This is an optimization exercise on Yosys and OpenROAD, whose aim is small area and a short achievable clock period, not a production implementation. Where RTL was checked, it was by simulation tests only, not by an equivalence proof against the original. The RTL of runs 2 to 7 was laid out without a check of its function.

**design/flow/config.mk**
```make
export PLATFORM = sky130hd
export DESIGN_NAME = Microprocessor
export DESIGN_NICKNAME = Microprocessor
export VERILOG_FILES = /design/flow/design.v
export SDC_FILE = /design/flow/constraint.sdc
export NUM_CORES = 4
export LEC_CHECK = 0
export CAP_MARGIN = 20
export CORE_MARGIN = 2
export CORE_UTILIZATION = 40
export SLEW_MARGIN = 20
```
**design/flow/constraint.sdc**
```tcl
create_clock -name core_clock -period 5.5 [get_ports {clk}]
set_input_delay 1.1000 -clock core_clock [delete_from_list [all_inputs] [get_ports {clk}]]
set_output_delay 1.1000 -clock core_clock [all_outputs]
set_load 0.01 [all_outputs]
```
**design/flow/design.v**
```verilog
`timescale 1ns / 1ps
module ALU(
		input [7:0] operand1,
		input [7:0] operand2,
		output [7:0] result
	);
	assign result = operand1 + operand2;
endmodule
`timescale 1ns / 1ps
module Control(
		input [1:0] op,
		output reg_dst,
		output reg_write,
		output alu_src,
		output branch,
		output mem_read,
		output mem_write,
		output mem_to_reg,
		output alu_op
	);
	wire [7:0] out;
	assign {reg_dst, reg_write, alu_src, branch, mem_read, mem_write, mem_to_reg, alu_op} = out;
	assign out = op == 2'b00 ? 8'b11000001 :  
		op == 2'b01 ? 8'b01101010 :  
		op == 2'b10 ? 8'b00100100 :  
		8'b00010000;  
endmodule
`timescale 1ns / 1ps
module OpDecoder(
		input [1:0] op,
		output reg [6:0] seg
	);
	always @(op) begin
		case (op)
			2'd0: seg <= 7'b1110111;  
			2'd1: seg <= 7'b0111000;  
			2'd2: seg <= 7'b1101101;  
			2'd3: seg <= 7'b0001110;  
		endcase
	end
endmodule
`timescale 1ns / 1ps
module HexDecoder(
		input [3:0] bcd,
		output [6:0] seg
	);
	assign seg = bcd == 4'd0 ? 7'b0111111 :
		bcd == 4'd1 ? 7'b0000110 :
		bcd == 4'd2 ? 7'b1011011 :
		bcd == 4'd3 ? 7'b1001111 :
		bcd == 4'd4 ? 7'b1100110 :
		bcd == 4'd5 ? 7'b1101101 :
		bcd == 4'd6 ? 7'b1111101 :
		bcd == 4'd7 ? 7'b0000111 :
		bcd == 4'd8 ? 7'b1111111 :
		bcd == 4'd9 ? 7'b1101111 :
		bcd == 4'd10 ? 7'b1110111 :
		bcd == 4'd11 ? 7'b1111100 :
		bcd == 4'd12 ? 7'b0111001 :
		bcd == 4'd13 ? 7'b1011110 :
		bcd == 4'd14 ? 7'b1111001 :
		7'b1110001;
endmodule
`timescale 1ns / 1ps
module Registers(
		input clk,
		input reset,
		input [1:0] read_reg1,
		input [1:0] read_reg2,
		input write,
		input [1:0] write_reg,
		input [7:0] write_data,
		output [7:0] read_data1,
		output [7:0] read_data2
	);
	reg [7:0] registers[3:0];
	integer i;
	assign read_data1 = registers[read_reg1];
	assign read_data2 = registers[read_reg2];
	always @(posedge reset or posedge clk) begin
		if (reset) begin
			for (i = 0; i < 4; i = i + 1)
				registers[i] <= 0;
		end else begin
			if (write)
				registers[write_reg] <= write_data;
		end
	end
endmodule
`timescale 1ns / 1ps
module DataMemory(
		input clk,
		input reset,
		input [7:0] address,
		input write,
		input [7:0] data_inputs,
		output [7:0] data_outputs
	);
	reg [7:0] registers[31:0];
	integer i;
	assign data_outputs = registers[address[4:0]];
	always @(posedge reset or posedge clk) begin
		if (reset) begin
			for (i = 0; i < 16; i = i + 1) begin
				registers[i] <= i;
			end
			for (i = 0; i < 16; i = i + 1) begin
				registers[i + 16] <= -i;
			end
		end else begin
			if (write)
				registers[address[4:0]] <= data_inputs;
		end
	end
endmodule
`timescale 1ns / 1ps
module Microprocessor(
		input clk,
		input reset,
		input [7:0] instruction,
		output reg [7:0] pc,
		output [6:0] display_low,
		output [6:0] display_high,
		output [6:0] display_op,
		output [6:0] display_rs,
		output [6:0] display_rt,
		output [6:0] display_rd,
		output [4:0] display_pc
	);
	wire [1:0] op = instruction[7:6];
	wire [1:0] rs = instruction[5:4];
	wire [1:0] rt = instruction[3:2];
	wire [1:0] rd = instruction[1:0];
	wire [7:0] imm = {
			instruction[1],
			instruction[1],
			instruction[1],
			instruction[1],
			instruction[1],
			instruction[1],
			instruction[1],
			instruction[0]
		};
	wire reg_dst;
	wire reg_write;
	wire alu_src;
	wire branch;
	wire mem_read;
	wire mem_write;
	wire mem_to_reg;
	wire alu_op;
	wire [7:0] reg_data1;
	wire [7:0] reg_data2;
	wire [7:0] alu_result;
	wire [7:0] alu_operand2 =
		alu_src == 0
		? reg_data2
		: imm;
	wire [7:0] memory_output;
	wire [1:0] reg_write_reg =
		reg_dst == 0
		? rt
		: rd;
	wire [7:0] reg_write_data =
		mem_to_reg == 0
		? alu_result
		: memory_output;
	reg [7:0] display_write_data;
	assign display_pc = pc;
	Control control(
			.op(op),
			.reg_dst(reg_dst),
			.reg_write(reg_write),
			.alu_src(alu_src),
			.branch(branch),
			.mem_read(mem_read),
			.mem_write(mem_write),
			.mem_to_reg(mem_to_reg),
			.alu_op(alu_op)
		);
	Registers registers(
			.clk(clk),
			.reset(reset),
			.read_reg1(rs),
			.read_reg2(rt),
			.write(reg_write),
			.write_reg(reg_write_reg),
			.write_data(reg_write_data),
			.read_data1(reg_data1),
			.read_data2(reg_data2)
		);
	HexDecoder ssdecoder_high(
			.bcd(display_write_data[3:0]),
			.seg(display_low)
		);
	HexDecoder ssdecoder_low(
			.bcd(display_write_data[7:4]),
			.seg(display_high)
		);
	OpDecoder ssdecoder_op(
			.op(op),
			.seg(display_op)
		);
	HexDecoder ssdecoder_rs(
			.bcd(rs),
			.seg(display_rs)
		);
	HexDecoder ssdecoder_rt(
			.bcd(rt),
			.seg(display_rt)
		);
	HexDecoder ssdecoder_rd(
			.bcd(rd),
			.seg(display_rd)
		);
	ALU alu(
			.operand1(reg_data1),
			.operand2(alu_operand2),
			.result(alu_result)
		);
	DataMemory memory(
			.clk(clk),
			.reset(reset),
			.address(alu_result),
			.write(mem_write),
			.data_inputs(reg_data2),
			.data_outputs(memory_output)
		);
	always @(posedge reset or posedge clk) begin
		if (reset)
			pc <= 0;
		else
			pc <=
				branch == 0
				? pc + 1
				: pc + 1 + imm;
	end
	always @(posedge reset or posedge clk) begin
		if (reset)
			display_write_data <= 0;
		else
			display_write_data <= reg_write_data;
	end
endmodule
```
**design/flow/run.sh**
```bash
#!/bin/bash
# synth_recipe.tcl (not shown) runs the flow's synth.tcl, then flattens the netlist and writes it again
# the make line also repeats each setting of config.mk as NAME=value (left out here)
make -C /OpenROAD-flow-scripts/flow DESIGN_CONFIG=/design/flow/config.mk WORK_HOME=/design/flow/orfs CLKGATE_MAP_FILE= SYNTH_SCRIPT=/design/flow/synth_recipe.tcl finish
```
==> impl_metrics.py, run 1 <==
metrics = {
    "status": {
        "status": "no timing/DRC/antenna violations",
    },
    "worst_hold_path": {
        "holdPathStages": 2,
        "hp-start": "memory.registers[17][0]",
        "hold_path_class": "reg2reg",
        "hold_end": "memory.registers[17][0]",
    },
    "routing": {
        "drt_drc_violations_left": 0,
        "drt_wl_total_mm": 55.8,
        "dr_total_vias": 13489,
        "first_iter_violations": 1103,
        "drt_pass1_iterations": 5,
        "ant_nets": 0,
        "wl_per_cell_um": 24.1,
        "routed_via_density": 5.82,
    },
    "placement": {
        "gp_routability_congestion": 0.987,
        "postPlaceCellArea_mm2": 0.0189,
        "hpwlAfterDp_mm": 40.1,
        "io_buffers": 61,
    },
    "critical_path": {
        "crit_fanout": 17,
        "arrival_ps": 5770,
        "r2r_setup_slack_ps": 1080,
        "crit_chain": "clkdlybuf4s50_1 -> buf_6 -> mux2_2 -> o21a_1 -> a21boi_0 -> buf_4 -> inv_1 -> ha_1 -> a21o_1 -> a211o_1 -> buf_4 -> a21oi_1 -> buf_4 -> a311oi_1 -> o22ai_1 -> nor4_2 -> buf_4 -> o41ai_1",
        "critPathRequiredTime_ps": 5930,
        "cp-end-kind": "flop",
        "worstSetupPathType": "in2reg",
        "timing.rr.end": "registers.registers[0][2]",
        "startpoint_type": "primary input",
        "critPathLaunch": "instruction[2]",
        "path_common_cell": "buf_4",
        "worstRegToRegCells": 18,
        "slowest_stage": "clkdlybuf4s50_1",
        "r2r-start": "registers.registers[3][0]",
        "cpPeakStageDelay_ps": 590,
    },
    "sta": {
        "rsz0062_at_grt": "no",
        "slew_headroom_pct": 24.3,
        "tightestPinTransition_ps": 1140,
        "drv_slew": 0,
        "finalCritPeriodShare_pct": 97.0,
        "finalHoldViolations": 0,
        "setup_viol": 0,
        "period_needed_ps": 5340,
        "fin_skew_ps": 31.3,
        "fmax_ghz": 0.187,
    },
    "global_routing": {
        "overflow": 0,
        "grt_max_degree": 168,
        "grt_pass1_wl_mm": 85.1,
        "grt_usage_pct": 26.7,
        "grt_pass1_vias": 13555,
        "grt_antenna_before_repair": 1,
    },
    "clock_network": {
        "cts_buffer_depth": 3,
        "postCtsSetupRepairBufs": 0,
        "clk_latency_ps": 570,
        "htreeDepth": 2,
        "cts_buffers": 36,
        "hold_buffers": 0,
        "cts.clk_slew.worst_paths_ps": 60,
        "cts_root_buf": "clkbuf_16",
        "tritoncts": "yes",
        "cts.sinks": 304,
    },
    "floorplanning": {
        "floorplan.rows": 74,
        "fp.coreArea_mm2": 0.0407,
        "dieHeight_um": 207,
        "start_util_pct": 40.4,
        "ios": 65,
        "die_w_um": 207,
        "die_area_mm2": 0.0427,
    },
    "synth": {
        "synth-main-ff-cell": "dfrtp_1",
        "postSynthAreaPerCell_um2": 10.4,
        "yosysUniqueCellTypes": 86,
        "syn_area_mm2": 0.0164,
        "ys_ff_latch": 304,
        "yosysWarningCount": 9,
        "synth_edf_count": 0,
        "ys_seq_area_share_pct": 47.2,
        "synthArstFlopShare_pct": 100,
        "synth_cells": 1578,
    },
    "flow_run": {
        "cap_violations": 0,
    },
    "layout": {
        "final_util_pct": 49.4,
        "layout.nets": 1792,
        "drive_gt1_share_pct": 36.0,
        "stdcell_area_mm2": 0.0201,
        "area_growth_pct": 22.3,
        "antenna_cells": 0,
        "layout_common_cells": "212 x buf_4, 202 x nand2_1, 183 x mux2_2",
        "layout_commonest_cell": "buf_4",
    },
}
-- through the flow --
step                setup TNS, ps  setup slack (ps)  hold slack, ps  instances
floorplan                       0              50.0             442       1580
global placement           -12290              -393             459       2253
detailed placement         -12730              -453             470       2253
CTS                             0               113             481       2318
global route                    0              44.5             499       2318
finish                          0               162             476       2318
-- flip-flops by register name, summed over array words and instances (netlist names) --
register             cells
pc                       8
memory.registers       256
registers.registers     32
display_write_data       8
-- Yosys cell counts, types with 6 or more instances --
| library cell | instances | area (µm²) |
|---|---|---|
| a211oi_1 | 9 | 67.6 |
| a21oi_1 | 47 | 235 |
| a221oi_1 | 9 | 78.8 |
| a22o_1 | 7 | 61.3 |
| a22oi_1 | 25 | 188 |
| a311oi_1 | 8 | 70.1 |
| a31o_2 | 6 | 52.6 |
| a31oi_1 | 11 | 68.8 |
| a32o_1 | 6 | 60.1 |
| a32oi_1 | 8 | 70.1 |
| buf_1 | 11 | 41.3 |
| buf_2 | 35 | 175 |
| buf_4 | 13 | 97.6 |
| clkbuf_1 | 81 | 304 |
| dfrtp_1 | 180 | 4500 |
| dfstp_2 | 124 | 3260 |
| ha_1 | 21 | 263 |
| inv_1 | 29 | 109 |
| mux2_2 | 183 | 2060 |
| mux2i_1 | 44 | 440 |
| mux4_2 | 18 | 405 |
| nand2_1 | 202 | 758 |
| nand2b_1 | 11 | 68.8 |
| nand3_1 | 34 | 170 |
| nand4_1 | 17 | 106 |
| nor2_1 | 86 | 323 |
| nor2b_1 | 6 | 37.5 |
| nor3_1 | 23 | 115 |
| nor3_2 | 6 | 60.1 |
| o211ai_1 | 6 | 45.0 |
| o21a_1 | 11 | 82.6 |
| o21ai_0 | 144 | 721 |
| o21ai_1 | 8 | 40.0 |
| o221ai_1 | 6 | 52.6 |
| o22ai_1 | 10 | 62.6 |
| o31ai_1 | 12 | 90.1 |
| or3_1 | 7 | 43.8 |
| or4_1 | 6 | 45.0 |
| xnor2_1 | 13 | 114 |
-- cell families (layout without fill, tap and decap cells) --
kind of cell	after synthesis	count (layout)	synth area share (%)
AOI/OAI and AO/OA	379	379	15.2
xor gates and xnor gates	19	19	1.06
adders and majority gates	23	23	1.84
buffers and inverters	174	380	4.76
DFF	304	304	47.2
muxes	245	245	17.7
other	1	3	0.0228
and+or+nand+nor	433	433	12.2
-- critical path: cells and delay by family --
family                     cells  cell delay [ps]
AOI/OAI and AO/OA              8             2350
buffers and inverters          7             1570
muxes                          1              360
adders and majority gates      1              320
and+or+nand+nor                1               60
-- cell type report --
class | instances | area (µm²)
fill | 3782 | 20600
multi-input combinational | 1102 | 7960
sequential | 304 | 7760
timing repair buffer | 286 | 2450
clock buffer | 51 | 1020
tap | 532 | 666
clock inverter | 14 | 140
inverter | 29 | 113
-- how the worst max path moves through the flow --
stage / end / slack (ps) / depth (start not counted)
floorplan: registers.registers[2][2] / 50 / 21
global placement: registers.registers[1][2] / -390 / 16
global route: registers.registers[3][1] / 40 / 18
CTS: registers.registers[0][2] / 110 / 16
finish: registers.registers[2][6] / 160 / 18
detailed placement: registers.registers[0][2] / -450 / 16
-- timing repair --
action | 4_1_cts | 5_1_grt
gates resized for setup | 0 | 7
endpoints found under the setup margin | 0 | 17
endpoints found under the hold margin | 0 | 0
-- metal layers --
| layer | share of wire [%] | wire [µm] | track usage [%] |
|---|---|---|---|
| met3 | 5.5 | 3070 | 3.23 |
| met2 | 46 | 25700 | 42.1 |
| met4 | 5.3 | 2980 | 14.3 |
| met1 | 43 | 24100 | 36.0 |
| met5 | 0 | 0 | 0 |
==> run 2: changes to the inputs <==
==> design/flow/design.v (replaced) <==
`timescale 1ns / 1ps
`timescale 1ns / 1ps
`timescale 1ns / 1ps
module OpDecoder(
		input [1:0] op,
		output reg [6:0] seg
	);
	always @(op) begin
		case (op)
			2'd0: seg <= 7'b1110111;  
			2'd1: seg <= 7'b0111000;  
			2'd2: seg <= 7'b1101101;  
			2'd3: seg <= 7'b0001110;  
		endcase
	end
endmodule
`timescale 1ns / 1ps
module HexDecoder(
		input [3:0] bcd,
		output [6:0] seg
	);
	assign seg = bcd == 4'd0 ? 7'b0111111 :
		bcd == 4'd1 ? 7'b0000110 :
		bcd == 4'd2 ? 7'b1011011 :
		bcd == 4'd3 ? 7'b1001111 :
		bcd == 4'd4 ? 7'b1100110 :
		bcd == 4'd5 ? 7'b1101101 :
		bcd == 4'd6 ? 7'b1111101 :
		bcd == 4'd7 ? 7'b0000111 :
		bcd == 4'd8 ? 7'b1111111 :
		bcd == 4'd9 ? 7'b1101111 :
		bcd == 4'd10 ? 7'b1110111 :
		bcd == 4'd11 ? 7'b1111100 :
		bcd == 4'd12 ? 7'b0111001 :
		bcd == 4'd13 ? 7'b1011110 :
		bcd == 4'd14 ? 7'b1111001 :
		7'b1110001;
endmodule
`timescale 1ns / 1ps
`timescale 1ns / 1ps
`timescale 1ns / 1ps
module Microprocessor(
		input clk,
		input reset,
		input [7:0] instruction,
		output reg [7:0] pc,
		output [6:0] display_low,
		output [6:0] display_high,
		output [6:0] display_op,
		output [6:0] display_rs,
		output [6:0] display_rt,
		output [6:0] display_rd,
		output [4:0] display_pc
	);
	wire [1:0] op = instruction[7:6];
	wire [1:0] rs = instruction[5:4];
	wire [1:0] rt = instruction[3:2];
	wire [1:0] rd = instruction[1:0];
	wire [7:0] imm = {{7{instruction[1]}}, instruction[0]};
	wire is_add   = op == 2'b00;
	wire is_load  = op == 2'b01;
	wire is_store = op == 2'b10;
	wire is_jump  = op == 2'b11;
	reg [7:0] R [0:3];
	reg [7:0] M [0:31];
	reg [7:0] disp;
	integer i;
	wire [7:0] a = R[rs];
	wire [7:0] b = R[rt];
	wire [7:0] sum = a + b;
	wire [7:0] ea = a + imm;
	wire [4:0] addr = ea[4:0];
	reg [31:0] valid;
	wire [7:0] init = addr[4] ? -{4'd0, addr[3:0]} : {4'd0, addr[3:0]};
	wire [7:0] mdata = valid[addr] ? M[addr] : init;
	wire [7:0] result = is_load ? mdata : is_store ? ea : sum;
	always @(posedge reset or posedge clk) begin
		if (reset) begin
			for (i = 0; i < 4; i = i + 1)
				R[i] <= 8'd0;
		end else if (is_add) begin
			R[rd] <= sum;
		end else if (is_load) begin
			R[rt] <= mdata;
		end
	end
	always @(posedge clk) begin
		if (is_store)
			M[addr] <= b;
	end
	always @(posedge reset or posedge clk) begin
		if (reset)
			valid <= 32'd0;
		else if (is_store)
			valid[addr] <= 1'b1;
	end
	always @(posedge reset or posedge clk) begin
		if (reset) begin
			pc <= 8'd0;
			disp <= 8'd0;
		end else begin
			pc <= pc + 8'd1 + (is_jump ? imm : 8'd0);
			disp <= result;
		end
	end
	assign display_pc = pc[4:0];
	HexDecoder d_low(.bcd(disp[3:0]), .seg(display_low));
	HexDecoder d_high(.bcd(disp[7:4]), .seg(display_high));
	HexDecoder d_rs(.bcd({2'b00, rs}), .seg(display_rs));
	HexDecoder d_rt(.bcd({2'b00, rt}), .seg(display_rt));
	HexDecoder d_rd(.bcd({2'b00, rd}), .seg(display_rd));
	OpDecoder d_op(.op(op), .seg(display_op));
endmodule
--- a/design/flow/config.mk
+++ b/design/flow/config.mk
@@ -6,6 +6,8 @@
 export NUM_CORES = 4
 export LEC_CHECK = 0
+export ABC_CLOCK_PERIOD_IN_PS = 3000
 export CAP_MARGIN = 20
 export CORE_MARGIN = 2
 export CORE_UTILIZATION = 40
+export SETUP_SLACK_MARGIN = 2.5
 export SLEW_MARGIN = 20
==> run 2 against run 1 <==
Effect of this change: count of clock-buffer cells in the layout decreased by 2; largest cell class is now registers; critical endpoint is now R[0][7]; area after synthesis decreased by 5.0%; setup slack improved by 1300 ps; final cell count decreased by 24%; clock skew decreased by 14 ps; via count decreased by 27%; core utilization increased by 4.6 points; critical path depth decreased by 3.
==> impl_metrics.py, run 2 <==
metrics = {
    "floorplanning": {
        "start_util_pct": 40.5,
        "die_w_um": 202,
        "ios": 65,
        "die_area_mm2": 0.0406,
        "dieHeight_um": 202,
        "fp.coreArea_mm2": 0.0386,
        "floorplan.rows": 72,
    },
    "synth": {
        "synth_edf_count": 256,
        "synth_largest_area_cell": "edfxtp_1",
        "postSynthAreaPerCell_um2": 15.3,
        "yosysUniqueCellTypes": 68,
        "ys_seq_area_share_pct": 62.1,
        "synth.area.top_cells": "edfxtp_1 49%, dfrtp_1 13%, mux4_2 13%",
        "ys_ff_latch": 336,
        "yosysTopAreaCellShare_pct": 49.2,
        "synthArstFlopShare_pct": 23.8,
        "synth_cells": 1021,
        "yosysMostFrequentCell": "edfxtp_1",
        "syn_area_mm2": 0.0156,
        "synth-main-ff-cell": "edfxtp_1",
        "synthTopCellsByCount": "256 x edfxtp_1, 87 x mux4_2, 80 x dfrtp_1",
        "yosysWarningCount": 3,
    },
    "placement": {
        "gp_routability_congestion": 0.865,
        "postPlaceCellArea_mm2": 0.0173,
        "io_buffers": 61,
        "hpwlAfterDp_mm": 24.5,
    },
    "sta": {
        "fin_skew_ps": 17.5,
        "finalCritPeriodShare_pct": 73.2,
        "slew_headroom_pct": 33.8,
        "drv_slew": 0,
        "finalHoldViolations": 0,
        "fmax_ghz": 0.248,
        "fin_hold_ws_ps": 455,
        "rsz0062_at_grt": "yes",
        "tightestPinTransition_ps": 986,
        "setup_viol": 0,
        "fin_setup_tns_ps": 0,
        "period_needed_ps": 4030,
    },
    "flow_run": {
        "cap_violations": 0,
    },
    "global_routing": {
        "grt_usage_pct": 20.2,
        "grt_pass1_wl_mm": 61.9,
        "grt_max_degree": 52,
        "grt_pass1_vias": 9796,
        "grt_antenna_before_repair": 0,
        "overflow": 0,
    },
    "critical_path": {
        "critPathLaunch": "instruction[5]",
        "arrival_ps": 4400,
        "path_depth": 15,
        "startpoint_type": "primary input",
        "r2r-start": "R[3][0]",
        "r2r_setup_slack_ps": 1740,
        "slowest_stage": "mux4_2",
        "critPathRequiredTime_ps": 5870,
        "crit_chain": "buf_8 -> buf_6 -> mux4_2 -> fa_2 -> xor2_4 -> buf_12 -> buf_6 -> buf_16 -> buf_12 -> mux4_2 -> mux2i_1 -> o22a_1 -> o221ai_4 -> a21oi_4 -> o221ai_1",
        "critPathTopFamily": "multiplexers",
        "cpPeakStageDelay_ps": 540,
        "crit_fanout": 8,
        "timing.rr.end": "R[0][7]",
        "cp-end-kind": "flop",
        "worstRegToRegCells": 14,
        "critPathCapture": "R[0][7]",
        "crit_buf_inv": 6,
        "worstSetupPathType": "in2reg",
    },
    "clock_network": {
        "htreeDepth": 2,
        "cts.sinks": 336,
        "hold_buffers": 0,
        "cts_buffer_depth": 3,
        "tritoncts": "yes",
        "clk_latency_ps": 520,
        "cts_root_buf": "clkbuf_16",
        "cts.clk_slew.worst_paths_ps": 60,
        "cts_buffers": 36,
    },
    "layout": {
        "layout.nets": 1274,
        "layout_common_cells": "256 x edfxtp_1, 93 x buf_4, 88 x mux4_2",
        "largest_reg_flops": 256,
        "top_register": "M",
        "drive_gt1_share_pct": 40.8,
        "layout_commonest_cell": "edfxtp_1",
        "largest_registers": "M (256), R (32), valid (32)",
        "multi_input_area_mm2": 0.00659,
        "fillers": 3069,
        "antenna_cells": 0,
        "stdcell_area_mm2": 0.0208,
        "area_growth_pct": 33.2,
        "seqCellArea_mm2": 0.00970,
    },
    "routing": {
        "drt_drc_violations_left": 0,
        "ant_nets": 0,
        "first_iter_violations": 855,
        "routed_via_density": 5.60,
        "dr_total_vias": 9902,
        "drt_wl_total_mm": 41.4,
        "wl_per_cell_um": 23.4,
        "top_layer_used": "met4",
        "wl_met1_mm": 18.1,
        "drt_pass1_iterations": 5,
        "wl_met2_mm": 20.2,
        "wl_met3_mm": 1.90,
    },
    "status": {
        "status": "no timing/DRC/antenna violations",
    },
    "worst_hold_path": {
        "hold_path_class": "reg2reg",
        "hp-start": "valid[10]",
    },
}
[run 2: stage by stage]
| step | worst slack, ps | std cells | utilization (%) |
|---|---|---|---|
| floorplan | 1210 | 1023 | - |
| global placement | 177 | 1585 | 44.8 |
| detailed placement | 96.7 | 1585 | 44.8 |
| CTS | 1610 | 1731 | 52.2 |
| global route | 1390 | 1768 | 53.9 |
| finish | 1470 | 1768 | 53.9 |
[run 2: worst reg2reg max path: cells and delay by family, from the launching register on]
kind	cells	cell delay [ps]
flops	1	400
mux	3	990
buf+inv	4	580
compound gates	4	870
xor+xnor	1	180
fa+ha+maj	2	580
[run 2: metal layers]
| layer | vias up | GRT usage, % |
|---|---|---|
| met2 | 281 | 33.2 |
| met3 | 65 | 3.14 |
| met5 | - | 0 |
| met4 | 0 | 6.12 |
| li1 | 4392 | - |
| met1 | 5164 | 27.7 |
[run 2: cell families (layout without fill, tap and decap cells)]
family,after synthesis,count (layout),share of synthesized area (%)
compound gates,176,176,7.87
xor+xnor,20,20,1.22
fa+ha+maj,36,36,3.03
buf+inv,101,327,3.26
flops,336,336,62.1
mux,143,144,16.4
other cells,1,3,0.0240
simple gates,208,208,6.14
[run 2: layout make-up]
class	instances	share of cell area (%)
inverter	29	0.746
clock buffer	49	4.72
clock inverter	11	0.409
tap	518	3.12
multi-input combinational	587	31.7
sequential	336	46.6
timing repair buffer	238	12.7
[run 2: worst min-delay path by stage]
stage           endpoint  cells past startpoint
4_1_cts        valid[10]                      1
5_1_grt        valid[29]                      1
2_1_floorplan  valid[18]                      1
3_5_place_dp   valid[10]                      1
6_report       valid[10]                      1
3_3_place_gp   valid[10]                      1
[run 2: repair_timing]
item                                    CTS  global route
gates resized for setup                 307            82
setup buffers                            80            35
gates cloned                              6             2
pin swaps                                48            23
endpoints found under the setup margin  370           339
==> run 3: changes to the inputs <==
--- a/design/flow/config.mk
+++ b/design/flow/config.mk
@@ -6,8 +6,6 @@
 export NUM_CORES = 4
 export LEC_CHECK = 0
-export ABC_CLOCK_PERIOD_IN_PS = 3000
 export CAP_MARGIN = 20
 export CORE_MARGIN = 2
 export CORE_UTILIZATION = 40
-export SETUP_SLACK_MARGIN = 2.5
 export SLEW_MARGIN = 20
==> run 3 against run 2 <==
Effect of this change: sequential share of layout area is 6.4 points higher; still clean on timing, DRC and antenna; routed wire length is 9.4% lower; clock skew is 3.1 ps higher; first-iteration DRC count is 3.5% lower; core utilization is 6.5 points lower; final area is 12% lower; maximum frequency is 17% lower; register-to-register slack worse by 270 ps; critical path depth is 4 lower.
==> impl_metrics.py, run 3 <==
metrics = {
    "critical_path": {
        "critPathRequiredTime_ps": 5860,
        "startpoint_type": "primary input",
        "crit_chain": "clkdlybuf4s50_1 -> buf_4 -> mux4_2 -> fa_1 -> xor2_4 -> buf_4 -> mux4_2 -> mux2i_1 -> o22ai_1 -> nor3b_2 -> a211oi_1",
        "cpPeakStageDelay_ps": 590,
        "cp-end-kind": "flop",
        "arrival_ps": 5220,
        "worstSetupPathType": "in2reg",
        "slowest_stage": "mux4_2",
        "crit_fanout": 12,
    },
    "global_routing": {
        "overflow": 0,
        "grt_pass1_wl_mm": 57.8,
        "grt_antenna_before_repair": 1,
        "grt_usage_pct": 18.9,
        "grt_max_degree": 46,
        "grt_pass1_vias": 9296,
    },
    "placement": {
        "hpwlAfterDp_mm": 25.5,
        "io_buffers": 61,
        "postPlaceCellArea_mm2": 0.0171,
        "gp_routability_congestion": 0.866,
    },
    "routing": {
        "drt_pass1_iterations": 5,
        "first_iter_violations": 825,
        "dr_total_vias": 9187,
        "drt_drc_violations_left": 0,
        "ant_nets": 0,
        "drt_wl_total_mm": 37.5,
        "wl_per_cell_um": 22.6,
        "routed_via_density": 5.53,
    },
    "floorplanning": {
        "dieHeight_um": 202,
        "floorplan.rows": 72,
        "die_area_mm2": 0.0406,
        "ios": 65,
        "die_w_um": 202,
        "fp.coreArea_mm2": 0.0386,
        "start_util_pct": 40.5,
    },
    "synth": {
        "yosysWarningCount": 3,
        "synth-main-ff-cell": "edfxtp_1",
        "synthArstFlopShare_pct": 23.8,
        "postSynthAreaPerCell_um2": 15.3,
        "synth_largest_area_cell": "edfxtp_1",
        "synthTopCellsByCount": "256 x edfxtp_1, 87 x mux4_2, 80 x dfrtp_1",
        "yosysMostFrequentCell": "edfxtp_1",
        "ys_seq_area_share_pct": 62.1,
        "yosysUniqueCellTypes": 68,
        "yosysTopAreaCellShare_pct": 49.2,
        "synth_edf_count": 256,
        "ys_ff_latch": 336,
        "syn_area_mm2": 0.0156,
        "synth_cells": 1021,
        "synth.area.top_cells": "edfxtp_1 49%, dfrtp_1 13%, mux4_2 13%",
    },
    "clock_network": {
        "cts.clk_slew.worst_paths_ps": 60,
        "htreeDepth": 2,
        "cts_resized": 0,
        "cts_buffer_depth": 3,
        "postCtsSetupRepairBufs": 0,
        "cts_buffers": 37,
        "tritoncts": "yes",
        "clk_latency_ps": 520,
        "cts.sinks": 336,
        "hold_buffers": 0,
        "cts_root_buf": "clkbuf_16",
    },
    "layout": {
        "largest_registers": "M (256), R (32), valid (32)",
        "antenna_cells": 0,
        "largest_reg_flops": 256,
        "drive_gt1_share_pct": 21.1,
        "top_register": "M",
        "area_growth_pct": 17.1,
        "layout_commonest_cell": "edfxtp_1",
        "stdcell_area_mm2": 0.0183,
        "layout_common_cells": "256 x edfxtp_1, 87 x mux4_2, 80 x dfrtp_1",
        "layout.nets": 1161,
    },
    "sta": {
        "setup_viol": 0,
        "fin_setup_tns_ps": 0,
        "fin_hold_ws_ps": 450,
        "fmax_ghz": 0.206,
        "drv_slew": 0,
        "slew_headroom_pct": 40.2,
        "rsz0062_at_grt": "no",
        "fin_skew_ps": 20.6,
        "tightestPinTransition_ps": 889,
        "period_needed_ps": 4850,
        "finalCritPeriodShare_pct": 88.3,
        "finalHoldViolations": 0,
    },
    "worst_hold_path": {
        "hold_path_class": "reg2reg",
    },
    "flow_run": {
        "cap_violations": 0,
    },
    "status": {
        "status": "no timing/DRC/antenna violations",
    },
}
run 3: cell counts after synthesis:
Identical to the previous run, type by type.
run 3: path summary, 6_finish.rpt:
kind	start	to	slack [ps]	depth (start not counted)
setup / recovery	instruction[5]	disp[4]	650	11
hold / removal	valid[18]	valid[18]	450	1
setup reg to reg	R[3][0]	disp[4]	1470	10
hold reg to reg	valid[18]	valid[18]	450	1
max in group asynchronous	reset	disp[0]	3490	3
min in group asynchronous	reset	pc[6]	980	2
run 3: area by class of cell:
class,count,area [µm²]
tap,518,648
fill,3376,20300
timing repair buffer,125,1140
inverter,29,110
multi-input combinational,586,5470
sequential,336,9690
clock buffer,45,1010
clock inverter,21,210
run 3: metal layers:
layer  wire (µm)  global-route usage (%)
met3        2350                    4.00
met1       16800                    27.1
met5           0                       0
met2       17400                    28.7
met4         986                    6.33
run 3: worst max-delay path: cells and delay by family:
kind,cells,cell delay [ps]
multiplexers,3,1370
buffers and inverters,3,1080
AND/OR/NAND/NOR,1,410
adder cells (fa/ha/maj),1,540
XOR/XNOR,1,380
AO/OA/AOI/OAI,2,320
run 3: cells by family (layout without fill, tap and decap cells):
kind of cell	Yosys count	count (layout)	synth area share, %
compound gates	176	176	7.87
xor+xnor	20	20	1.22
fa+ha+maj	36	36	3.03
buf+inv	101	220	3.26
flops	336	336	62.1
mux	143	143	16.4
other cells	1	3	0.0240
simple gates	208	208	6.14
run 3: metrics by stage:
stage / setup slack, ps / utilization, % / std cells
floorplan: 9.27 / - / 1023
global placement: 100 / 44.2 / 1594
detailed placement: 53.2 / 44.2 / 1594
CTS: 591 / 47.4 / 1660
global route: 385 / 47.4 / 1660
finish: 645 / 47.4 / 1660
==> run 4: changes to the inputs <==
--- a/design/flow/config.mk
+++ b/design/flow/config.mk
@@ -9,3 +9,5 @@
 export CORE_MARGIN = 2
 export CORE_UTILIZATION = 40
+export SETUP_SLACK_MARGIN = 2.0
 export SLEW_MARGIN = 20
+export TNS_END_PERCENT = 0
==> run 4 against run 3 <==
Effect of this change: sequential share of layout area fell by 1.3 points; worst hold slack improved by 1.7 ps; final cell count rose by 1.3%; first-iteration DRC count rose by 4.4%; area after synthesis did not move; flip-flop and latch count did not move; global-route usage rose by 0.38 points; maximum frequency rose by 25%.
==> impl_metrics.py, run 4 <==
metrics = {
    "status": {
        "status": "no timing/DRC/antenna violations",
    },
    "sta": {
        "fin_skew_ps": 15.2,
        "finalCritPeriodShare_pct": 70.8,
        "fin_hold_ws_ps": 452,
        "period_needed_ps": 3900,
        "setup_ws_ps": 1600,
        "setup_viol": 0,
        "fmax_ghz": 0.257,
        "finalHoldViolations": 0,
        "slew_headroom_pct": 22.0,
        "drv_slew": 0,
        "fin_setup_tns_ps": 0,
        "rsz0062_at_grt": "yes",
        "tightestPinTransition_ps": 1160,
    },
    "synth": {
        "synth_cells": 1021,
        "synth_top_family_by_area": "multiplexers",
        "synth.area.top_cells": "edfxtp_1 49%, dfrtp_1 13%, mux4_2 13%",
        "yosysMostFrequentCell": "edfxtp_1",
        "synth_edf_count": 256,
        "synth-simple-area-share_pct": 6.14,
        "synthMuxAreaShare_pct": 16.4,
        "synth-main-ff-cell": "edfxtp_1",
        "yosysUniqueCellTypes": 68,
        "ys_ff_latch": 336,
        "synth_compound_area_share_pct": 7.87,
        "ys_seq_area_share_pct": 62.1,
        "yosysWarningCount": 3,
        "synthTopCellsByCount": "256 x edfxtp_1, 87 x mux4_2, 80 x dfrtp_1",
        "synth_largest_area_cell": "edfxtp_1",
        "postSynthAreaPerCell_um2": 15.3,
        "syn_area_mm2": 0.0156,
        "synth_xor_area_share_pct": 1.22,
        "yosysTopAreaCellShare_pct": 49.2,
        "synthArstFlopShare_pct": 23.8,
        "synth_fa_ha_area_share_pct": 3.03,
    },
    "critical_path": {
        "startpoint_type": "primary input",
        "cpPeakStageDelay_ps": 540,
        "r2r_setup_slack_ps": 1880,
        "r2r-start": "R[3][0]",
        "arrival_ps": 4260,
        "timing.rr.end": "R[3][5]",
        "critPathTopFamily": "multiplexers",
        "critPathRequiredTime_ps": 5860,
        "crit_chain": "buf_8 -> mux4_2 -> ha_4 -> fa_2 -> xor2_4 -> buf_12 -> buf_12 -> buf_16 -> mux4_2 -> mux2_2 -> o22ai_1 -> a221oi_2 -> a21oi_2 -> buf_4 -> a221oi_1",
        "crit_fanout": 22,
        "slowest_stage": "mux4_2",
        "worstRegToRegCells": 14,
        "cp-end-kind": "flop",
        "worstSetupPathType": "in2reg",
        "crit_buf_inv": 5,
    },
    "routing": {
        "wl_met2_mm": 18.7,
        "drt_pass1_iterations": 5,
        "dr_total_vias": 9423,
        "wl_met3_mm": 2.12,
        "drt_wl_total_mm": 38.6,
        "first_iter_violations": 861,
        "top_layer_used": "met4",
        "wl_per_cell_um": 23.0,
        "wl_met1_mm": 16.9,
        "drt_drc_violations_left": 0,
        "ant_nets": 0,
        "routed_via_density": 5.61,
    },
    "layout": {
        "layout_commonest_cell": "edfxtp_1",
        "final_util_pct": 48.6,
        "layout_common_cells": "256 x edfxtp_1, 87 x mux4_2, 80 x dfrtp_1",
        "largest_reg_flops": 256,
        "stdcell_area_mm2": 0.0188,
        "largest_registers": "M (256), R (32), valid (32)",
        "drive_gt1_share_pct": 25.1,
        "antenna_cells": 0,
        "fin_cells": 1681,
        "area_growth_pct": 20.1,
        "layout.nets": 1179,
        "top_register": "M",
    },
    "clock_network": {
        "cts.sinks": 336,
        "htreeDepth": 2,
        "cts.clk_slew.worst_paths_ps": 60,
        "clk_latency_ps": 530,
        "tritoncts": "yes",
        "cts_buffer_depth": 3,
        "hold_buffers": 0,
        "cts_buffers": 38,
        "cts_root_buf": "clkbuf_16",
    },
    "floorplanning": {
        "die_w_um": 202,
        "ios": 65,
        "floorplan.rows": 72,
        "fp.coreArea_mm2": 0.0386,
        "start_util_pct": 40.5,
        "dieHeight_um": 202,
        "die_area_mm2": 0.0406,
    },
    "placement": {
        "dp.cells": 1595,
        "postPlaceCellArea_mm2": 0.0171,
        "hpwlAfterDp_mm": 24.9,
        "io_buffers": 61,
        "pre_cts_slack_ps": 275,
        "gp_routability_congestion": 0.857,
    },
    "global_routing": {
        "overflow": 0,
        "grt_antenna_before_repair": 1,
        "grt_max_degree": 48,
        "grt_pass1_wl_mm": 59.6,
        "grt_usage_pct": 19.2,
        "grt_pass1_vias": 9595,
    },
    "worst_hold_path": {
        "hp-start": "valid[18]",
        "hold_path_class": "reg2reg",
        "hold_end": "valid[18]",
        "holdPathStages": 1,
    },
    "flow_run": {
        "cap_violations": 0,
    },
}
run 4: cell counts after synthesis:
Identical to the previous run, type by type.
run 4: worst max-delay path by stage:
stage | start | to | slack [ps] | cells after the start
2_1_floorplan | instruction[5] | R[3][3] | 1210 | 10
3_3_place_gp | instruction[5] | R[0][6] | 260 | 11
3_5_place_dp | instruction[5] | R[0][6] | 270 | 11
5_1_grt | instruction[5] | R[1][4] | 1500 | 14
6_report | instruction[5] | R[3][5] | 1600 | 15
4_1_cts | instruction[5] | R[0][7] | 1610 | 12
run 4: area by class of cell:
cell class,count,area (µm²)
fill,3355,19800
multi-input combinational,587,5690
inverter,29,125
timing repair buffer,141,1400
sequential,336,9690
tap,518,648
clock buffer,49,1010
clock inverter,21,181
run 4: metal layers:
metal	vias to the layer above	track usage [%]
met1	4865	26.8
met5	-	0
met4	0	6.01
li1	4205	-
met3	59	3.09
met2	294	31.1
run 4: cell families (layout without fill, tap and decap cells):
| family | after synthesis | in the layout |
|---|---|---|
| XOR/XNOR | 20 | 20 |
| flip-flops | 336 | 336 |
| buffers and inverters | 101 | 240 |
| other | 1 | 3 |
| adder cells (fa/ha/maj) | 36 | 36 |
| AO/OA/AOI/OAI | 176 | 177 |
| multiplexers | 143 | 143 |
| AND/OR/NAND/NOR | 208 | 208 |
run 4: repair_timing:
item | 4_1_cts | 5_1_grt
pin swaps | 8 | 2
resized for setup | 46 | 17
gates cloned | 3 | 0
setup endpoints to repair | 353 | 318
setup buffers | 10 | 3
==> run 5: changes to the inputs <==
--- a/design/flow/config.mk
+++ b/design/flow/config.mk
@@ -11,3 +11,3 @@
 export SETUP_SLACK_MARGIN = 2.0
 export SLEW_MARGIN = 20
-export TNS_END_PERCENT = 0
+export TNS_END_PERCENT = 10
==> run 5 against run 4 <==
Effect of this change: flip-flop and latch count unchanged; routed wire length up 2.3%; first-iteration DRC count down 12%; sequential share of layout area down 1.5 points; register-to-register slack worse by 110 ps; non-clock buffer count up 29; critical path depth down 3; largest cell class unchanged.
==> impl_metrics.py, run 5 <==
metrics = {
    "routing": {
        "dr_total_vias": 9545,
        "ant_nets": 0,
        "first_iter_violations": 756,
        "wl_per_cell_um": 23.1,
        "routed_via_density": 5.59,
        "drt_drc_violations_left": 0,
        "drt_pass1_iterations": 6,
        "drt_wl_total_mm": 39.5,
    },
    "worst_hold_path": {
        "hold_end": "valid[26]",
        "hp-start": "valid[26]",
        "holdPathStages": 1,
        "hold_path_class": "reg2reg",
    },
    "sta": {
        "rsz0062_at_grt": "yes",
        "finalCritPeriodShare_pct": 72.7,
        "finalHoldViolations": 0,
        "fmax_ghz": 0.250,
        "fin_skew_ps": 19.0,
        "drv_slew": 0,
        "slew_headroom_pct": 35.3,
        "fin_setup_tns_ps": 0,
        "tightestPinTransition_ps": 963,
        "setup_viol": 0,
        "period_needed_ps": 4000,
    },
    "synth": {
        "yosysWarningCount": 3,
        "synthArstFlopShare_pct": 23.8,
        "synth.area.top_cells": "edfxtp_1 49%, dfrtp_1 13%, mux4_2 13%",
        "ys_seq_area_share_pct": 62.1,
        "synth_cells": 1021,
        "synth_largest_area_cell": "edfxtp_1",
        "yosysMostFrequentCell": "edfxtp_1",
        "syn_area_mm2": 0.0156,
        "synth_edf_count": 256,
        "synthTopCellsByCount": "256 x edfxtp_1, 87 x mux4_2, 80 x dfrtp_1",
        "yosysTopAreaCellShare_pct": 49.2,
        "postSynthAreaPerCell_um2": 15.3,
        "yosysUniqueCellTypes": 68,
        "synth-main-ff-cell": "edfxtp_1",
        "ys_ff_latch": 336,
    },
    "layout": {
        "layout_common_cells": "256 x edfxtp_1, 88 x mux4_2, 82 x buf_4",
        "layout.nets": 1206,
        "antenna_cells": 0,
        "layout_commonest_cell": "edfxtp_1",
        "top_register": "M",
        "area_growth_pct": 23.8,
        "fillers": 3258,
        "largest_reg_flops": 256,
        "drive_gt1_share_pct": 29.6,
        "stdcell_area_mm2": 0.0193,
        "largest_registers": "M (256), R (32), valid (32)",
    },
    "critical_path": {
        "critPathLaunch": "instruction[5]",
        "r2r-start": "R[3][0]",
        "slowest_stage": "mux4_2",
        "crit_chain": "buf_8 -> mux4_2 -> ha_4 -> fa_2 -> xor2_4 -> buf_12 -> mux4_2 -> mux2_4 -> a221o_2 -> buf_12 -> nor3_1 -> a211oi_1",
        "r2r_setup_slack_ps": 1770,
        "worstSetupPathType": "in2reg",
        "worstRegToRegCells": 11,
        "startpoint_type": "primary input",
        "timing.rr.end": "R[2][4]",
        "cpPeakStageDelay_ps": 530,
        "arrival_ps": 4380,
        "crit_fanout": 7,
        "critPathRequiredTime_ps": 5890,
        "cp-end-kind": "flop",
    },
    "global_routing": {
        "grt_pass1_vias": 9570,
        "overflow": 0,
        "grt_max_degree": 53,
        "grt_pass1_wl_mm": 59.0,
        "grt_usage_pct": 19.0,
        "grt_antenna_before_repair": 1,
    },
    "clock_network": {
        "htreeDepth": 2,
        "cts_buffers": 37,
        "cts.clk_slew.worst_paths_ps": 60,
        "tritoncts": "yes",
        "cts_buffer_depth": 3,
        "clk_latency_ps": 530,
        "cts.sinks": 336,
        "cts_root_buf": "clkbuf_16",
    },
    "floorplanning": {
        "floorplan.rows": 72,
        "die_w_um": 202,
        "ios": 65,
        "start_util_pct": 40.5,
        "dieHeight_um": 202,
        "die_area_mm2": 0.0406,
        "fp.coreArea_mm2": 0.0386,
    },
    "placement": {
        "postPlaceCellArea_mm2": 0.0172,
        "hpwlAfterDp_mm": 24.9,
        "io_buffers": 61,
        "gp_routability_congestion": 0.890,
    },
    "status": {
        "status": "no timing/DRC/antenna violations",
    },
    "flow_run": {
        "cap_violations": 0,
    },
}
-- run 5: cell types whose count changed in the layout (fill, tap and decap cells not counted), moves of 7 or more --
| cell | before | now |
|---|---|---|
| a211oi_2 | 0 | 7 |
| nor2_2 | 0 | 8 |
| buf_6 | 2 | 9 |
| nor2_1 | 61 | 54 |
| a21oi_1 | 38 | 31 |
| buf_4 | 65 | 82 |
| a211oi_1 | 18 | 11 |
-- run 5: final cells by class --
cell class                 instances  area, µm²  share of cell area (%)
sequential                       336       9690                    50.1
multi-input combinational        586       5930                    30.7
timing repair buffer             170       1750                    9.04
clock buffer                      48       1020                    5.27
tap                              518        648                    3.35
clock inverter                    19        166                   0.861
inverter                          29        129                   0.667
-- run 5: metal layers --
metal  global-route usage, %  wire [µm]  up-vias
li1                        -          -     4227
met2                    29.7      18600      334
met1                    27.4      17300     4914
met3                    2.82       2380       70
met5                       0          0        -
met4                    6.57       1130        0
-- run 5: logic make-up after synthesis --
kind of cell    synth area share (%)
buf+inv                         3.26
xor+xnor                        1.22
other cells                   0.0240
simple gates                    6.14
fa+ha+maj                       3.03
flops                           62.1
compound gates                  7.87
mux                             16.4
-- run 5: how the worst max path moves through the flow --
| stage | to | slack (ps) | cells after the start |
|---|---|---|---|
| global route | R[2][4] | 1440 | 12 |
| global placement | R[3][5] | 110 | 11 |
| detailed placement | R[3][5] | 30 | 11 |
| CTS | R[0][7] | 1550 | 13 |
| floorplan | R[3][3] | 1210 | 10 |
| finish | R[2][4] | 1500 | 12 |
-- run 5: critical path: cells and delay by family --
kind	cells	cell delay [ps]
mux	3	1150
fa+ha+maj	2	640
compound gates	2	500
buf+inv	3	400
simple gates	1	390
xor+xnor	1	180
-- run 5: what timing repair did --
action | 4_1_cts | 5_1_grt
buffers inserted | 19 | 15
gates resized for setup | 55 | 59
endpoints found under the setup margin | 353 | 343
cloned | 1 | 5
pin swaps | 20 | 16
hold buffers | 0 | 0
-- run 5: metrics by stage --
step | instances | util [%] | worst slack, ps | hold slack (ps)
after global placement | 1599 | 44.6 | 109 | 437
after CTS | 1686 | 48.7 | 1550 | 455
after global routing | 1706 | 50.1 | 1440 | 489
after floorplan | 1023 | - | 1210 | 420
after detailed placement | 1599 | 44.6 | 32.2 | 442
final | 1706 | 50.1 | 1500 | 451
==> run 6: changes to the inputs <==
--- a/design/flow/config.mk
+++ b/design/flow/config.mk
@@ -9,5 +9,6 @@
 export CORE_MARGIN = 2
 export CORE_UTILIZATION = 40
+export CTS_BUF_LIST = sky130_fd_sc_hd__clkbuf_4 sky130_fd_sc_hd__clkbuf_8
 export SETUP_SLACK_MARGIN = 2.0
 export SLEW_MARGIN = 20
-export TNS_END_PERCENT = 10
+export TNS_END_PERCENT = 0
==> run 6 against run 5 <==
Effect of this change: count of clock-buffer cells in the layout rose by 17; critical path depth rose by 1; routed wire length down 1.2%; final cell count up 0.59%; core utilization fell by 1.5 points; first-iteration DRC count grew 16%; flip-flop and latch count stayed put; global-route usage grew 0.47 points; setup slack improved by 120 ps.
==> impl_metrics.py, run 6 <==
metrics = {
    "synth": {
        "synth_fa_ha_area_share_pct": 3.03,
        "ys_seq_area_share_pct": 62.1,
        "synth_xor_area_share_pct": 1.22,
        "yosysUniqueCellTypes": 68,
        "synth_cells": 1021,
        "yosysWarningCount": 3,
        "synth.area.top_cells": "edfxtp_1 49%, dfrtp_1 13%, mux4_2 13%",
        "synth_top_family_by_area": "multiplexers",
        "syn_area_mm2": 0.0156,
        "yosysMostFrequentCell": "edfxtp_1",
        "synthMuxAreaShare_pct": 16.4,
        "synth_edf_count": 256,
        "synthArstFlopShare_pct": 23.8,
        "yosysTopAreaCellShare_pct": 49.2,
        "synth-simple-area-share_pct": 6.14,
        "ys_ff_latch": 336,
        "synth_largest_area_cell": "edfxtp_1",
        "synth-main-ff-cell": "edfxtp_1",
        "postSynthAreaPerCell_um2": 15.3,
        "synth_compound_area_share_pct": 7.87,
        "synthTopCellsByCount": "256 x edfxtp_1, 87 x mux4_2, 80 x dfrtp_1",
    },
    "critical_path": {
        "timing.rr.end": "R[2][1]",
        "crit_fanout": 11,
        "critPathLaunch": "instruction[4]",
        "path_common_cell": "mux4_2",
        "critPathRequiredTime_ps": 5950,
        "crit_chain": "clkdlybuf4s15_2 -> mux4_2 -> ha_4 -> fa_2 -> xor2_4 -> buf_12 -> bufbuf_16 -> mux4_2 -> mux2i_2 -> o22a_1 -> o221ai_2 -> mux2i_4 -> a21oi_1",
        "critPathCapture": "R[2][1]",
        "cpPeakStageDelay_ps": 440,
        "arrival_ps": 4330,
        "worstRegToRegCells": 12,
        "r2r-start": "R[3][0]",
        "worstSetupPathType": "in2reg",
        "r2r_setup_slack_ps": 1800,
        "startpoint_type": "primary input",
        "slowest_stage": "fa_2",
        "cp-end-kind": "flop",
    },
    "clock_network": {
        "clk_latency_ps": 640,
        "htreeDepth": 2,
        "cts.sinks": 336,
        "cts_buffers": 55,
        "cts.clk_slew.worst_paths_ps": 60,
        "cts_root_buf": "clkbuf_8",
        "hold_buffers": 0,
        "cts_buffer_depth": 3,
        "tritoncts": "yes",
    },
    "sta": {
        "finalHoldViolations": 0,
        "drv_slew": 0,
        "fmax_ghz": 0.258,
        "period_needed_ps": 3880,
        "fin_skew_ps": 31.0,
        "setup_viol": 0,
        "setup_ws_ps": 1620,
        "finalCritPeriodShare_pct": 70.5,
        "slew_headroom_pct": 23.2,
        "rsz0062_at_grt": "yes",
        "tightestPinTransition_ps": 1140,
        "fin_setup_tns_ps": 0,
    },
    "worst_hold_path": {
        "hold_path_class": "reg2reg",
    },
    "flow_run": {
        "cap_violations": 0,
    },
    "layout": {
        "layout_commonest_cell": "edfxtp_1",
        "largest_registers": "M (256), R (32), valid (32)",
        "fin_cells": 1716,
        "stdcell_area_mm2": 0.0187,
        "drive_gt1_share_pct": 27.7,
        "top_register": "M",
        "layout_common_cells": "256 x edfxtp_1, 87 x mux4_2, 80 x dfrtp_1",
        "area_growth_pct": 20.1,
        "antenna_cells": 0,
        "largest_reg_flops": 256,
        "layout.nets": 1198,
    },
    "floorplanning": {
        "ios": 65,
        "dieHeight_um": 202,
        "fp.coreArea_mm2": 0.0386,
        "floorplan.rows": 72,
        "die_area_mm2": 0.0406,
        "start_util_pct": 40.5,
        "die_w_um": 202,
    },
    "routing": {
        "wl_per_cell_um": 22.7,
        "dr_total_vias": 9601,
        "first_iter_violations": 877,
        "ant_nets": 0,
        "drt_wl_total_mm": 39.0,
        "drt_drc_violations_left": 0,
        "routed_via_density": 5.59,
        "drt_pass1_iterations": 5,
    },
    "placement": {
        "pre_cts_slack_ps": 275,
        "gp_routability_congestion": 0.857,
        "dp.cells": 1595,
        "io_buffers": 61,
        "postPlaceCellArea_mm2": 0.0171,
        "hpwlAfterDp_mm": 24.9,
    },
    "global_routing": {
        "grt_antenna_before_repair": 0,
        "grt_max_degree": 48,
        "overflow": 0,
        "grt_usage_pct": 19.5,
        "grt_pass1_vias": 9674,
        "grt_pass1_wl_mm": 60.1,
    },
    "status": {
        "status": "no timing/DRC/antenna violations",
    },
}
run 6: cell counts after synthesis:
No cell type changed its count.
run 6: layout make-up:
| cell class | count | area [µm²] |
|---|---|---|
| Inverter | 29 | 125 |
| Fill cell | 3318 | 19800 |
| Timing Repair Buffer | 143 | 1430 |
| Tap cell | 518 | 648 |
| Sequential cell | 336 | 9690 |
| Clock buffer | 65 | 838 |
| Clock inverter | 38 | 320 |
| Multi-Input combinational cell | 587 | 5700 |
run 6: metrics by stage:
step           utilization (%)  hold WS [ps]
2_1_floorplan                -           420
3_3_place_gp              44.4           432
3_5_place_dp              44.4           439
4_1_cts                   48.3           452
5_1_grt                   48.6           474
6_report                  48.6           453
run 6: cell families (layout without fill, tap and decap cells):
family / count (synthesis) / in the layout
AOI/OAI and AO/OA: 176 / 177
xor gates and xnor gates: 20 / 20
buffers and inverters: 101 / 275
DFF: 336 / 336
adders and majority gates: 36 / 36
muxes: 143 / 143
and+or+nand+nor: 208 / 208
other: 1 / 3
run 6: how the worst min path moves through the flow:
stage                   start   endpoint  slack, ps  cells after the start
CTS                 valid[18]  valid[18]        450                      1
global placement    valid[18]  valid[18]        430                      1
global route        valid[10]  valid[10]        470                      1
detailed placement  valid[18]  valid[18]        440                      1
floorplan           valid[18]  valid[18]        420                      1
finish              valid[18]  valid[18]        450                      1
run 6: per-layer routing:
metal,share of wire (%),vias up,GRT usage (%),wire length (µm)
li1,-,4243,-,-
met1,44,4988,27.1,17000
met2,48,298,31.0,18700
met3,5.7,72,4.02,2230
met4,2.8,0,6.12,1090
met5,0,-,0,0
run 6: critical path, delay by kind of cell:
| kind | cells | cell delay (ps) |
|---|---|---|
| xor+xnor | 1 | 170 |
| buf+inv | 3 | 730 |
| compound gates | 3 | 530 |
| mux | 4 | 1150 |
| fa+ha+maj | 2 | 630 |
run 6: timing repair:
action | CTS | global route
resized for setup | 52 | 16
setup endpoints to repair | 355 | 279
pin swaps | 9 | 4
cloned | 4 | 0
setup buffers | 10 | 4
==> run 7: changes to the inputs <==
--- a/design/flow/config.mk
+++ b/design/flow/config.mk
@@ -8,6 +8,5 @@
 export CAP_MARGIN = 20
 export CORE_MARGIN = 2
-export CORE_UTILIZATION = 40
-export CTS_BUF_LIST = sky130_fd_sc_hd__clkbuf_4 sky130_fd_sc_hd__clkbuf_8
+export CORE_UTILIZATION = 60
 export SETUP_SLACK_MARGIN = 2.0
 export SLEW_MARGIN = 20
==> run 7 against run 6 <==
Effect of this change: area after synthesis is the same; final area shrank 0.80%; first-iteration DRC count shrank 6.3%; count of clock-buffer cells in the layout shrank 20; via count shrank 2.5%; global-route usage grew 7.6 points; maximum frequency shrank 2.7%; non-clock buffer count grew 6; highest routed layer unchanged.
==> impl_metrics.py, run 7 <==
metrics = {
    "status": {
        "status": "no timing/DRC/antenna violations",
    },
    "synth": {
        "syn_area_mm2": 0.0156,
        "synth_fa_ha_area_share_pct": 3.03,
        "yosysWarningCount": 3,
        "synth_compound_area_share_pct": 7.87,
        "synthTopCellsByCount": "256 x edfxtp_1, 87 x mux4_2, 80 x dfrtp_1",
        "yosysTopAreaCellShare_pct": 49.2,
        "synth_top_family_by_area": "multiplexers",
        "ys_seq_area_share_pct": 62.1,
        "synth_edf_count": 256,
        "postSynthAreaPerCell_um2": 15.3,
        "synthArstFlopShare_pct": 23.8,
        "synth.area.top_cells": "edfxtp_1 49%, dfrtp_1 13%, mux4_2 13%",
        "synth-simple-area-share_pct": 6.14,
        "ys_ff_latch": 336,
        "synth_largest_area_cell": "edfxtp_1",
        "yosysMostFrequentCell": "edfxtp_1",
        "synth_cells": 1021,
        "synth_xor_area_share_pct": 1.22,
        "synth-main-ff-cell": "edfxtp_1",
        "synthMuxAreaShare_pct": 16.4,
        "yosysUniqueCellTypes": 68,
    },
    "layout": {
        "layout_commonest_cell": "edfxtp_1",
        "fillers": 1641,
        "drive_gt1_share_pct": 26.1,
        "layout_common_cells": "256 x edfxtp_1, 87 x mux4_2, 80 x dfrtp_1",
        "largest_reg_flops": 256,
        "layout.nets": 1183,
        "antenna_cells": 0,
        "largest_registers": "M (256), R (32), valid (32)",
        "stdcell_area_mm2": 0.0186,
        "top_register": "M",
        "area_growth_pct": 19.1,
    },
    "routing": {
        "dr_total_vias": 9359,
        "routed_via_density": 6.25,
        "first_iter_violations": 822,
        "ant_nets": 0,
        "wl_per_cell_um": 24.0,
        "drt_wl_total_mm": 36.0,
        "drt_pass1_iterations": 5,
        "drt_drc_violations_left": 0,
    },
    "critical_path": {
        "startpoint_type": "primary input",
        "crit_chain": "buf_8 -> mux4_2 -> ha_4 -> fa_2 -> xor2_4 -> buf_6 -> mux4_2 -> mux2_4 -> a221o_4 -> nor3b_2 -> buf_4 -> a211oi_1",
        "r2r-start": "R[3][0]",
        "slowest_stage": "mux4_2",
        "arrival_ps": 4400,
        "cpPeakStageDelay_ps": 560,
        "path_common_cell": "mux4_2",
        "critPathRequiredTime_ps": 5920,
        "worstSetupPathType": "in2reg",
        "critPathLaunch": "instruction[5]",
        "cp-end-kind": "flop",
        "crit_fanout": 7,
    },
    "clock_network": {
        "cts.sinks": 336,
        "clk_latency_ps": 530,
        "cts.clk_slew.worst_paths_ps": 60,
        "htreeDepth": 2,
        "cts_buffer_depth": 3,
        "cts_buffers": 35,
        "cts_root_buf": "clkbuf_16",
        "tritoncts": "yes",
    },
    "placement": {
        "postPlaceCellArea_mm2": 0.0169,
        "hpwlAfterDp_mm": 23.3,
        "io_buffers": 61,
        "gp_routability_congestion": 0.883,
    },
    "floorplanning": {
        "die_w_um": 165,
        "start_util_pct": 60.4,
        "dieHeight_um": 165,
        "fp.coreArea_mm2": 0.0258,
        "die_area_mm2": 0.0273,
        "floorplan.rows": 59,
        "ios": 65,
    },
    "sta": {
        "finalCritPeriodShare_pct": 72.5,
        "tightestPinTransition_ps": 943,
        "drv_slew": 0,
        "period_needed_ps": 3990,
        "rsz0062_at_grt": "yes",
        "slew_headroom_pct": 37.0,
        "fin_setup_tns_ps": 0,
        "fmax_ghz": 0.251,
        "finalHoldViolations": 0,
        "setup_viol": 0,
        "fin_skew_ps": 17.3,
    },
    "global_routing": {
        "grt_max_degree": 55,
        "grt_pass1_vias": 9117,
        "overflow": 0,
        "grt_pass1_wl_mm": 54.4,
        "grt_antenna_before_repair": 0,
        "grt_usage_pct": 27.1,
    },
    "worst_hold_path": {
        "hold_path_class": "reg2reg",
        "hp-start": "valid[26]",
    },
    "flow_run": {
        "cap_violations": 0,
    },
}
## run 7: cell type report
type / instances / area (µm²) / area share [%]
Timing Repair Buffer: 149 / 1450 / 7.80
Inverter: 29 / 121 / 0.653
Multi-Input combinational cell: 586 / 5830 / 31.3
Clock buffer: 45 / 935 / 5.03
Sequential cell: 336 / 9690 / 52.1
Tap cell: 335 / 419 / 2.25
Clock inverter: 18 / 156 / 0.841
## run 7: per-stage QoR
stage          setup WS [ps]  std cells  utilization [%]  hold WS [ps]
6_report                1510       1498             72.0           451
5_1_grt                 1450       1498             72.0           473
4_1_cts                 1540       1491             71.1           456
3_3_place_gp             250       1415             65.5           433
3_5_place_dp             249       1415             65.5           443
2_1_floorplan           1210       1023                -           420
## run 7: final timing paths
kind | endpoint | slack, ps | cells past startpoint
hold / removal | valid[26] | 450 | 1
hold reg to reg | valid[26] | 450 | 1
setup / recovery | R[2][4] | 1510 | 12
min in group asynchronous | pc[5] | 1080 | 2
setup reg to reg | R[2][4] | 1780 | 11
max in group asynchronous | R[3][5] | 3510 | 3
## run 7: cell families after synthesis
logic type      Yosys count
buf+inv                 101
xor+xnor                 20
mux                     143
compound gates          176
fa+ha+maj                36
simple gates            208
other cells               1
flops                   336
## run 7: per-layer routing
layer / track usage (%) / vias to the layer above / wire, µm
li1: - / 4193 / -
met5: 0 / - / 0
met2: 43.0 / 385 / 17200
met3: 3.97 / 66 / 2590
met1: 39.6 / 4715 / 15000
met4: 8.31 / 0 / 1190
## run 7: critical path, delay by kind of cell
kind | cells | cell delay, ps
mux | 3 | 1170
compound gates | 2 | 720
fa+ha+maj | 2 | 640
buf+inv | 3 | 400
xor+xnor | 1 | 180
simple gates | 1 | 180
## run 7: what timing repair did
item                       in CTS  in global routing
pin swaps                      11                 11
setup buffers                  11                  7
resized for setup              56                 36
gates cloned                    2                  0
setup endpoints to repair     352                328
hold buffers                    0                  0

## separate check: timing with driven ports
The results above use ideal ports. As a check the final layouts listed here were re-extracted and re-timed, cells and wires unchanged.
Step 1, drivers: a clkbuf_16 drives clk and a buf_2 each remaining input, both assumed.
Step 2 times the ports against the registers' clock, not the clock port: input delays grow and output delays shrink by t, the midpoint of the rising clock arrivals with the driver on.
Slacks: ideal / step 1 / step 2; pairs: ideal / step 1.
| run | t (ns) | setup slack, ns | hold WS [ns] | worst register clock-pin slew, ns |
|---|---|---|---|---|
| run 1 | 0.607 | 0.162 / 0.186 / -0.421 | 0.476 / 0.476 / 0.476 | 0.06 / 0.06 |
| run 2 | 0.570 | 1.472 / 1.470 / 0.900 | 0.455 / 0.455 / 0.455 | 0.06 / 0.06 |
| run 3 | 0.570 | 0.645 / 0.675 / 0.105 | 0.450 / 0.450 / 0.450 | 0.06 / 0.06 |
| run 4 | 0.571 | 1.604 / 1.601 / 1.030 | 0.452 / 0.452 / 0.452 | 0.06 / 0.06 |
| run 5 | 0.575 | 1.503 / 1.503 / 0.928 | 0.451 / 0.451 / 0.451 | 0.06 / 0.06 |
| run 6 | 0.667 | 1.623 / 1.626 / 0.959 | 0.453 / 0.453 / 0.453 | 0.07 / 0.07 |
| run 7 | 0.575 | 1.514 / 1.512 / 0.937 | 0.451 / 0.451 / 0.451 | 0.06 / 0.06 |
With both steps, setup timing fails in run 1, where it was met with ideal ports. For run 6, which loses most, drivers alone change the setup slack by +0.003 ns; drivers and shift together by -0.664 ns.
